Source: an optimization exercise on an open RTL-to-GDS flow (aim: small area). Production flows keep margins and buffers that such runs may drop. In this exercise RTL edits were held to simulation tests only and were not proved equivalent to the original. The clock port is modelled as an ideal driver; clocking choices that lean on that would not hold on a real chip. Power is estimated from default activity; no workload was simulated.

## run A
==> flow/design.v (excerpt) <==
module topModule(clk, rst, switch, key_row, key_col, seg_data, seg_position, light_out);
Size: roughly 450 cells after synthesis, roughly 32 I/O pins, ~3800 µm² of cells after synthesis.
clock: 10.0 ns
lec_check: 0
cap_margin: 20
core_margin: 2
core_utilization: 70
slew_margin: 20
standard.sh (not shown) runs the stock make flow with config.mk's settings and CLKGATE_MAP_FILE= SYNTH_SCRIPT=/design/flow/synth_recipe.tcl, a recipe that flattens the netlist after the stock synthesis.
==> flow/flow/run.sh <==
#!/bin/bash
# Synthesis: the standard script run with each of several area-oriented ABC
# recipes (flow/abc_*.script) and no adder extraction; the smallest result is
# kept, and its registers are given the instance names the standard synthesis
# gives them. Layout: the standard flow with the smallest buffer on the ports,
# without the buffers timing-driven placement adds where no design rule needs
# them (flow/pre_resize.tcl), and a clock tree of small clusters without
# dummy loads, whose buffers are then downsized as far as the flip-flop
# clock-pin slew allows (flow/downsize_clk.tcl).
set -euo pipefail
W=$PWD
P=results/$FLOW_PLATFORM/topModule/base
R=$W/orfs/$P
# 1. standard synthesis, kept for its register names
bash standard.sh synth > $W/synth_standard.log 2>&1
cp $R/1_2_yosys.v $W/standard_synth.v
rm -f $R/1_2_yosys.v $R/1_synth.odb $R/1_synth.sdc
# 2. area-oriented syntheses, four at a time
MK=$(grep '^make -C' standard.sh | sed 's/ "\${@:-finish}"$//')
variant() {
  local k=$1 d=$W/syn_$1
  rm -rf $d; mkdir -p $d
  cp -r $FLOW_HOME/scripts $d/scripts
  cp $W/flow/abc_$k.script $d/scripts/abc_area.script
  local cmd=$(echo "$MK" | sed "s#WORK_HOME=[^ ]*#WORK_HOME=$d/orfs#")
  SCRIPTS_DIR=$d/scripts ABC_AREA=1 ADDER_MAP_FILE= bash -c "$cmd $d/orfs/$P/1_2_yosys.v" > $W/synth_$k.log 2>&1 || true
}
n=0
for f in $W/flow/abc_*.script; do
  k=$(basename $f .script); k=${k#abc_}
  variant $k &
  n=$((n+1))
  if (( n % 4 == 0 )); then wait; fi
done
wait
best=""; best_area=""
for f in $W/flow/abc_*.script; do
  k=$(basename $f .script); k=${k#abc_}
  s=$W/syn_$k/orfs/reports/$FLOW_PLATFORM/topModule/base/synth_stat.txt
  [[ -f $s && -f $W/syn_$k/orfs/$P/1_2_yosys.v ]] || continue
  a=$(sed -n "s/.*Chip area for module.*: *\([0-9.]*\).*/\1/p" $s | tail -1)
  echo "variant $k area $a" >> $W/synth_variants.log
  if [[ -z "$best" ]] || awk "BEGIN {exit !($a < $best_area)}"; then best=$k; best_area=$a; fi
done
echo "kept variant $best area $best_area" >> $W/synth_variants.log
cp $W/syn_$best/orfs/$P/1_2_yosys.v $R/1_2_yosys.v
python3 $W/flow/rename_regs.py $W/standard_synth.v $R/1_2_yosys.v > $W/rename_regs.log 2>&1
# 3. layout
export BUFFER_PORTS_ARGS="-buffer_cell sky130_fd_sc_hd__buf_1"
export PRE_RESIZE_TCL=$W/flow/pre_resize.tcl
export POST_CTS_TCL=$W/flow/downsize_clk.tcl
export CTS_ARGS="-sink_clustering_enable -repair_clock_nets -dont_use_dummy_load -buf_list {sky130_fd_sc_hd__clkbuf_4 sky130_fd_sc_hd__clkbuf_8} -sink_clustering_size 12"
bash standard.sh > $W/layout.log 2>&1
==> flow/flow/abc_c0.script <==
strash
&get -n
&deepsyn -T 30 -S 0
&dch -f
&nf -R 1000 -p
&put
==> flow/flow/abc_c1.script <==
strash
&get -n
&deepsyn -T 30 -S 1
&dch -f
&nf -R 1000 -p
&put
==> flow/flow/abc_c2.script <==
strash
&get -n
&deepsyn -T 30 -S 2
&dch -f
&nf -R 1000 -p
&put
==> flow/flow/abc_c3.script <==
strash
&get -n
&deepsyn -T 30 -S 3
&dch -f
&nf -R 1000 -p
&put
==> flow/flow/abc_d0.script <==
strash
&get -n
&deepsyn -T 30 -S 0
&dch -f
&nf -R 1000 -p -F 8 -A 4 -a
&put
==> flow/flow/abc_d1.script <==
strash
&get -n
&deepsyn -T 30 -S 1
&dch -f
&nf -R 1000 -p -F 8 -A 4 -a
&put
==> flow/flow/abc_d2.script <==
strash
&get -n
&deepsyn -T 30 -S 2
&dch -f
&nf -R 1000 -p -F 8 -A 4 -a
&put
==> flow/flow/abc_d3.script <==
strash
&get -n
&deepsyn -T 30 -S 3
&dch -f
&nf -R 1000 -p -F 8 -A 4 -a
&put
==> flow/flow/downsize_clk.tcl <==
# Downsize each clock-tree buffer to the smallest clkbuf that keeps every
# flip-flop clock pin's slew (placement-estimated) under a limit.
proc my_clk_max_slew {} {
  estimate_parasitics -placement
  set mx 0
  foreach pin [get_pins -hierarchical */CLK] {
    set s [get_property $pin slew_max]
    if {$s > $mx} { set mx $s }
  }
  return $mx
}
set my_slew_limit 0.118
set my_block [ord::get_db_block]
foreach my_inst [$my_block getInsts] {
  set my_name [$my_inst getName]
  if {![string match clkbuf_* $my_name]} continue
  set my_orig [[$my_inst getMaster] getName]
  foreach my_size {2 4 8 16} {
    set my_try sky130_fd_sc_hd__clkbuf_$my_size
    if {$my_try == $my_orig} break
    replace_cell $my_name $my_try
    if {[my_clk_max_slew] <= $my_slew_limit} break
    replace_cell $my_name $my_orig
  }
  puts "clock buffer $my_name: $my_orig -> [[$my_inst getMaster] getName]"
}
puts "clock pin slew after downsizing: [my_clk_max_slew]"
Other scripts of this flow, unchanged in this note and not shown: flow/flow/pre_resize.tcl, flow/flow/rename_regs.py
Input changes introduced in run B (baseline for comparison: run A):
==> flow/flow/abc_a0.script (new file) <==
strash
&get -n
&deepsyn -T 30 -S 0
&put
dch -f
&get -n
&nf -R 1000 -p -F 8 -A 4 -a
&put
==> flow/flow/abc_a1.script (new file) <==
strash
&get -n
&deepsyn -T 30 -S 1
&put
dch -f
&get -n
&nf -R 1000 -p -F 8 -A 4 -a
&put
==> flow/flow/abc_a2.script (new file) <==
strash
&get -n
&deepsyn -T 30 -S 2
&put
dch -f
&get -n
&nf -R 1000 -p -F 8 -A 4 -a
&put
==> flow/flow/abc_a3.script (new file) <==
strash
&get -n
&deepsyn -T 30 -S 3
&put
dch -f
&get -n
&nf -R 1000 -p -F 8 -A 4 -a
&put
==> flow/flow/abc_b0.script (new file) <==
strash
&get -n
&deepsyn -T 30 -S 0
&put
dch -f
&get -n
&nf -R 1000 -p
&put
==> flow/flow/abc_b1.script (new file) <==
strash
&get -n
&deepsyn -T 30 -S 1
&put
dch -f
&get -n
&nf -R 1000 -p
&put
==> flow/flow/abc_b2.script (new file) <==
strash
&get -n
&deepsyn -T 30 -S 2
&put
dch -f
&get -n
&nf -R 1000 -p
&put
==> flow/flow/abc_b3.script (new file) <==
strash
&get -n
&deepsyn -T 30 -S 3
&put
dch -f
&get -n
&nf -R 1000 -p
&put
diff --git a/flow/flow/downsize_clk.tcl b/flow/flow/downsize_clk.tcl
--- a/flow/flow/downsize_clk.tcl
+++ b/flow/flow/downsize_clk.tcl
@@ -12 +12 @@
-set my_slew_limit 0.118
+set my_slew_limit 0.110
removed: flow/flow/abc_c0.script
removed: flow/flow/abc_c1.script
removed: flow/flow/abc_c2.script
removed: flow/flow/abc_c3.script
removed: flow/flow/abc_d0.script
removed: flow/flow/abc_d1.script
removed: flow/flow/abc_d2.script
removed: flow/flow/abc_d3.script
[summary]
- As far as number of clock buffers in the layout goes, run B and run A are indistinguishable; the numbers are identical.
- Of run B and run A, it is run B that has the higher area growth from synthesis to layout.
- Worst slew slack as a fraction of its limit delta (run B − run A): favourable
Changes in run C relative to run B:
diff --git a/flow/flow/downsize_clk.tcl b/flow/flow/downsize_clk.tcl
--- a/flow/flow/downsize_clk.tcl
+++ b/flow/flow/downsize_clk.tcl
@@ -12 +12 @@
-set my_slew_limit 0.110
+set my_slew_limit 0.118
diff --git a/flow/config.mk b/flow/config.mk
--- a/flow/config.mk
+++ b/flow/config.mk
@@ -10 +10 @@
-export CORE_UTILIZATION = 70
+export CORE_UTILIZATION = 78
--- outcome ---
- Run C: PASS, flow complete, no timing, DRC or antenna violations
- Residual overflow from global routing: run B vs run C identical
- Run C — peak clock frequency supported by timing about 7% higher, run B as reference
- When run C is measured against run B, its aggregate routed wire length turns out 91 µm higher.
- [run C] worst setup slack rose 290 ps relative to run B
- The utilization of run C is higher than that of run B.
- Run C vs run B: worst hold slack up
- Summary of the comparison: share of cells above drive strength 1 is lower in run C, relative to run B.
- Max detailed route wirelength on metal3 across run C and run B: run C
- met2 wire length went up slightly going from run B to run C.
[inputs] run D vs run C
==> flow/flow/abc_c0.script (new file) <==
strash
&get -n
&deepsyn -T 30 -S 0
&dch -f
&nf -R 1000 -p
&put
==> flow/flow/abc_c1.script (new file) <==
strash
&get -n
&deepsyn -T 30 -S 1
&dch -f
&nf -R 1000 -p
&put
==> flow/flow/abc_c2.script (new file) <==
strash
&get -n
&deepsyn -T 30 -S 2
&dch -f
&nf -R 1000 -p
&put
==> flow/flow/abc_c3.script (new file) <==
strash
&get -n
&deepsyn -T 30 -S 3
&dch -f
&nf -R 1000 -p
&put
==> flow/flow/abc_c4.script (new file) <==
strash
&get -n
&deepsyn -T 30 -S 4
&dch -f
&nf -R 1000 -p
&put
==> flow/flow/abc_c5.script (new file) <==
strash
&get -n
&deepsyn -T 30 -S 5
&dch -f
&nf -R 1000 -p
&put
==> flow/flow/abc_d0.script (new file) <==
strash
&get -n
&deepsyn -T 30 -S 0
&dch -f
&nf -R 1000 -p -F 8 -A 4 -a
&put
==> flow/flow/abc_d1.script (new file) <==
strash
&get -n
&deepsyn -T 30 -S 1
&dch -f
&nf -R 1000 -p -F 8 -A 4 -a
&put
==> flow/flow/abc_d2.script (new file) <==
strash
&get -n
&deepsyn -T 30 -S 2
&dch -f
&nf -R 1000 -p -F 8 -A 4 -a
&put
==> flow/flow/abc_d3.script (new file) <==
strash
&get -n
&deepsyn -T 30 -S 3
&dch -f
&nf -R 1000 -p -F 8 -A 4 -a
&put
==> flow/flow/abc_d4.script (new file) <==
strash
&get -n
&deepsyn -T 30 -S 4
&dch -f
&nf -R 1000 -p -F 8 -A 4 -a
&put
==> flow/flow/abc_d5.script (new file) <==
strash
&get -n
&deepsyn -T 30 -S 5
&dch -f
&nf -R 1000 -p -F 8 -A 4 -a
&put
diff --git a/flow/config.mk b/flow/config.mk
--- a/flow/config.mk
+++ b/flow/config.mk
@@ -10 +10 @@
-export CORE_UTILIZATION = 78
+export CORE_UTILIZATION = 70
removed: flow/flow/abc_a0.script
removed: flow/flow/abc_a1.script
removed: flow/flow/abc_a2.script
removed: flow/flow/abc_a3.script
removed: flow/flow/abc_b0.script
removed: flow/flow/abc_b1.script
removed: flow/flow/abc_b2.script
removed: flow/flow/abc_b3.script
Notes after the runs:
In the tables for run C and run D, detailed-route via count reads lower with run D.
Standard-cell row count for run D is higher than for run C.
Run D — global-route usage 3.9 points lower, run C as reference
Delta (run D minus run C): portion of total power attributed to the clock network shows an increase of 0.2 points; met1 global-route usage shows a reduction of 3.4 points; worst setup slack shows a reduction of 750 ps; minimum clock period shows an increase of 750 ps; synthesized cell count shows a reduction of 7.
Wire length in run D vs run C: down about 0.9%

==> afterwards: timing with drivers on the ports <==
The results above use ideal ports. As a check the final layouts listed here were re-extracted and re-timed, cells and wires unchanged. Step 1 (the two cells are an assumption about what drives the block):
set clk [get_ports {clk}]
set_driving_cell -lib_cell sky130_fd_sc_hd__clkbuf_16 $clk
set_driving_cell -lib_cell sky130_fd_sc_hd__buf_2 [delete_from_list [all_inputs] $clk]
Step 2 adds t to the input delays and takes it off the output delays; t is the mean of the earliest and latest rising clock arrival at the registers after step 1. Input paths then give back, and output paths get back, about the clock's delay inside the block. Three values: ideal ports, drivers, drivers and shift; two values: the first two.
run	shift t [ns]	setup slack, ns	worst register clock-pin slew, ns	pins driven straight from the clock port
run A	0.532	5.617 / 5.617 / 5.617	0.11 / 0.11	1
run B	0.560	5.672 / 5.644 / 6.092	0.10 / 0.10	1
run C	0.369	5.959 / 5.935 / 5.905	0.12 / 0.12	1
run D	0.536	5.210 / 5.205 / 4.669	0.11 / 0.11	1
After both steps setup and hold are still met in every run listed. For run D, which loses most, drivers alone change the setup slack by -0.005 ns; drivers and shift together by -0.541 ns.
